What follows belongs to an exercise in optimizing a design on an open flow for small area and a short achievable clock period; a production flow would make more cautious choices.
Where RTL was checked, it was by simulation tests only, not by an equivalence proof against the original.

==> inputs of job 6538 <==
==> flow/design.v <==
module fifo (
    clk      ,  
    rst      ,  
    data_in  ,  
    rd_en    ,  
    wr_en    ,  
    data_out ,  
    empty    ,  
    full        
);
parameter DATA_WIDTH = 8;
parameter ADDR_WIDTH = 8;
parameter FIFO_DEPTH = (1 << ADDR_WIDTH);
input clk;
input rst;
input rd_en;
input wr_en;
input [DATA_WIDTH-1:0] data_in;
output full;
output empty;
output [DATA_WIDTH-1:0] data_out;
reg [DATA_WIDTH-1:0] mem [0:FIFO_DEPTH-1];
reg [ADDR_WIDTH-1:0] wr_pointer;
reg [ADDR_WIDTH-1:0] rd_pointer;
reg [ADDR_WIDTH:0] status_cnt;
reg [DATA_WIDTH-1:0] data_out;
assign full = (status_cnt == FIFO_DEPTH);
assign empty = (status_cnt == 0);
always @ (posedge clk)
begin : WRITE_POINTER
  if (rst) begin
    wr_pointer <= 0;
  end
  else if (wr_en & ~full) begin
    mem[wr_pointer] <= data_in;
    wr_pointer <= wr_pointer + 1;
  end
end
always @ (posedge clk)
begin : READ_POINTER
  if (rst) begin
    data_out <= 0;
    rd_pointer <= 0;
  end
  else if (rd_en & ~empty) begin
    data_out <= mem[rd_pointer];
    rd_pointer <= rd_pointer + 1;
  end
end
always @ (posedge clk)
begin : STATUS_COUNTER
  if (rst)
    status_cnt <= 0;
  else if (rd_en && !(wr_en && ~full) && (status_cnt != 0))
    status_cnt <= status_cnt - 1;
  else if (wr_en && !(rd_en && !empty) && (status_cnt != FIFO_DEPTH))
    status_cnt <= status_cnt + 1;
end
endmodule
==> flow/run.sh <==
#!/bin/bash
# synth_recipe.tcl (not shown) runs the flow's synth.tcl, then flattens the netlist and writes it again
# the make line also repeats each setting of config.mk as NAME=value (left out here)
make -C /OpenROAD-flow-scripts/flow DESIGN_CONFIG=/design/flow/config.mk WORK_HOME=/design/flow/orfs CLKGATE_MAP_FILE= SYNTH_SCRIPT=/design/flow/synth_recipe.tcl finish
==> flow/config.mk <==
export PLATFORM = sky130hd
export DESIGN_NAME = fifo
export DESIGN_NICKNAME = fifo
export VERILOG_FILES = /design/flow/design.v
export SDC_FILE = /design/flow/constraint.sdc
export NUM_CORES = 4
export LEC_CHECK = 0
export CAP_MARGIN = 20
export CORE_MARGIN = 2
export CORE_UTILIZATION = 50
export PLACE_DENSITY = 0.6
export SLEW_MARGIN = 20
==> flow/constraint.sdc <==
create_clock -name core_clock -period 5.0 [get_ports {clk}]
set_input_delay 1.0000 -clock core_clock [delete_from_list [all_inputs] [get_ports {clk}]]
set_output_delay 1.0000 -clock core_clock [all_outputs]
set_load 0.01 [all_outputs]
==> inputs of job 2239, as changes to job 6538 <==
==> flow/design.v (replaced) <==
module fifo (
    clk      ,  
    rst      ,  
    data_in  ,  
    rd_en    ,  
    wr_en    ,  
    data_out ,  
    empty    ,  
    full        
);
input clk;
input rst;
input rd_en;
input wr_en;
input [7:0] data_in;
output full;
output empty;
output [7:0] data_out;
reg [7:0] data_out;
reg       full;
reg       empty;
reg [7:0] wr_ptr;
reg [7:0] rd_ptr;
reg       phase;
reg [7:0] q [0:255];
wire wr_acc = wr_en & ~full & ~rst;
wire rd_acc = rd_en & ~empty;
wire [7:0] wr_ptr_p1 = wr_ptr + 8'd1;
wire [7:0] rd_ptr_p1 = rd_ptr + 8'd1;
wire almost_full  = (wr_ptr_p1 == rd_ptr);    
wire almost_empty = (rd_ptr_p1 == wr_ptr);    
wire sel_cur  = ~full | rd_en;
wire sel_next = wr_acc & (~almost_full | rd_en);
wire [7:0] col_even = (wr_acc & ~wr_ptr[0]) ? (data_in ^ {8{phase}}) : 8'hff;
wire [7:0] col_odd  = (wr_acc &  wr_ptr[0]) ? (data_in ^ {8{phase}}) : 8'hff;
wire [15:0] wr_hi = 16'd1 << wr_ptr[7:4];
wire [15:0] wr_lo = 16'd1 << wr_ptr[3:0];
wire [15:0] wn_hi = 16'd1 << wr_ptr_p1[7:4];
wire [15:0] wn_lo = 16'd1 << wr_ptr_p1[3:0];
genvar k;
generate
  for (k = 0; k < 256; k = k + 1) begin : row
    wire r = (wr_hi[k >> 4] & wr_lo[k & 15] & sel_cur) |
             (wn_hi[k >> 4] & wn_lo[k & 15] & sel_next) |
             ((k == 0) & rst);
    wire [7:0] c = (k & 1) ? col_odd : col_even;
    always @(posedge clk)
      q[k] <= ~(({8{r}} & c) | q[k]);
  end
endgenerate
wire [15:0] rd_hi = 16'd1 << rd_ptr[7:4];
wire [15:0] rd_lo = 16'd1 << rd_ptr[3:0];
reg  [7:0] rd_data;
integer i;
always @* begin
  rd_data = 8'd0;
  for (i = 0; i < 256; i = i + 1)
    rd_data = rd_data | ({8{rd_hi[i >> 4] & rd_lo[i & 15]}} & q[i]);
end
always @(posedge clk) begin
  phase <= ~phase & ~rst;
  if (rst) begin
    wr_ptr   <= 8'd0;
    rd_ptr   <= 8'd0;
    data_out <= 8'd0;
    full     <= 1'b0;
    empty    <= 1'b1;
  end else begin
    if (wr_acc) wr_ptr <= wr_ptr_p1;
    if (rd_acc) begin
      rd_ptr   <= rd_ptr_p1;
      data_out <= rd_data ^ {8{phase}};
    end
    if (full)  full  <= ~rd_en;
    else       full  <= wr_acc & ~rd_acc & almost_full;
    if (empty) empty <= ~wr_en;
    else       empty <= rd_acc & ~wr_acc & almost_empty;
  end
end
endmodule
- CORE_UTILIZATION: 50 -> 60
- PLACE_DENSITY: 0.6 -> 0.7
- SETUP_SLACK_MARGIN: default -> 2.6
==> summary.txt <==
| metric | job 2239 | job 6538 |
|---|---|---|
| Mapped Area | 72300 µm² | 81300 µm² |
| Instance area at placement | 79400 µm² | 84200 µm² |
| Area fraction in compound gates after synthesis | 28.6% | 2.53% |
| Share of Yosys cell area claimed by the top area cell type | 57.5% | 75.7% |
| Most area-hungry cell type in the Yosys netlist | sky130_fd_sc_hd__dfxtp_1 | sky130_fd_sc_hd__edfxtp_1 |
| Sequential cell area fraction in the yosys report | 57.5% | 76.5% |
| Commonest register cell after synthesis | sky130_fd_sc_hd__dfxtp_1 | sky130_fd_sc_hd__edfxtp_1 |
| Xor and xnor area share after synthesis | 0.532% | 0.216% |
| Gate Count Post-Synth | 7385 | 3805 |
| TritonCTS Buffers | 197 | 206 |
| Synth Area in Adders | 0.225% | 0.209% |
| Yosys Warn Count | 2 | 1 |
| Distinct cell type count of the synthesized netlist | 87 | 70 |
| Detailed Place HPWL | 314 mm | 129 mm |
| Routability cong. | 1.33 | 0.930 |
| Most common cell in the netlist | sky130_fd_sc_hd__a21oi_1 | sky130_fd_sc_hd__edfxtp_1 |
| DIE WIDTH | 351 µm | 407 µm |
| Post-placement cell count | 8792 | 5892 |
| Post-synthesis area per instance | 9.78 µm² | 21.4 µm² |
| Quantity of gates resized following cts | 2293 | 0 |
| Flops & latches, synth | 2075 | 2081 |
| Post-Place Worst Slack | 0.239 ns | 0.429 ns |
| Synthesized net count | 7410 | 3830 |
| Sinks on the clock net | 2075 | 2081 |
| Setup bufs post-CTS | 601 | 0 |
| Outcome | did not finish | complete, no violations |
| Last stage reached | 5_1_grt | - |
No functional check of the RTL was part of job 2239.

==> what the ideal ports hide <==
The flow's constraints put no driver on any port. The routed layout listed below was extracted and timed again, unchanged, in two steps.
Step 1 (the two cells are an assumption about what drives the block):
set clk [get_ports {clk}]
set_driving_cell -lib_cell sky130_fd_sc_hd__clkbuf_16 $clk
set_driving_cell -lib_cell sky130_fd_sc_hd__buf_2 [delete_from_list [all_inputs] $clk]
Step 2 adds t to the input delays and takes it off the output delays; t is the mean of the earliest and latest rising clock arrival at the registers after step 1. Input paths then give back, and output paths get back, about the clock's delay inside the block.
a / b / c = ideal ports / drivers / drivers and shift; a / b = the first two.
run: job 6538
t, ns: 0.935
slack for setup (ns): 1.082 / 1.082 / 0.393
worst setup path after step 2: input to register
clock arrival spread, ns: 0.054 / 0.054
After both steps job 6538 still meets setup and hold. For job 6538, drivers alone change the setup slack by 0.000 ns; drivers and shift together by -0.689 ns.
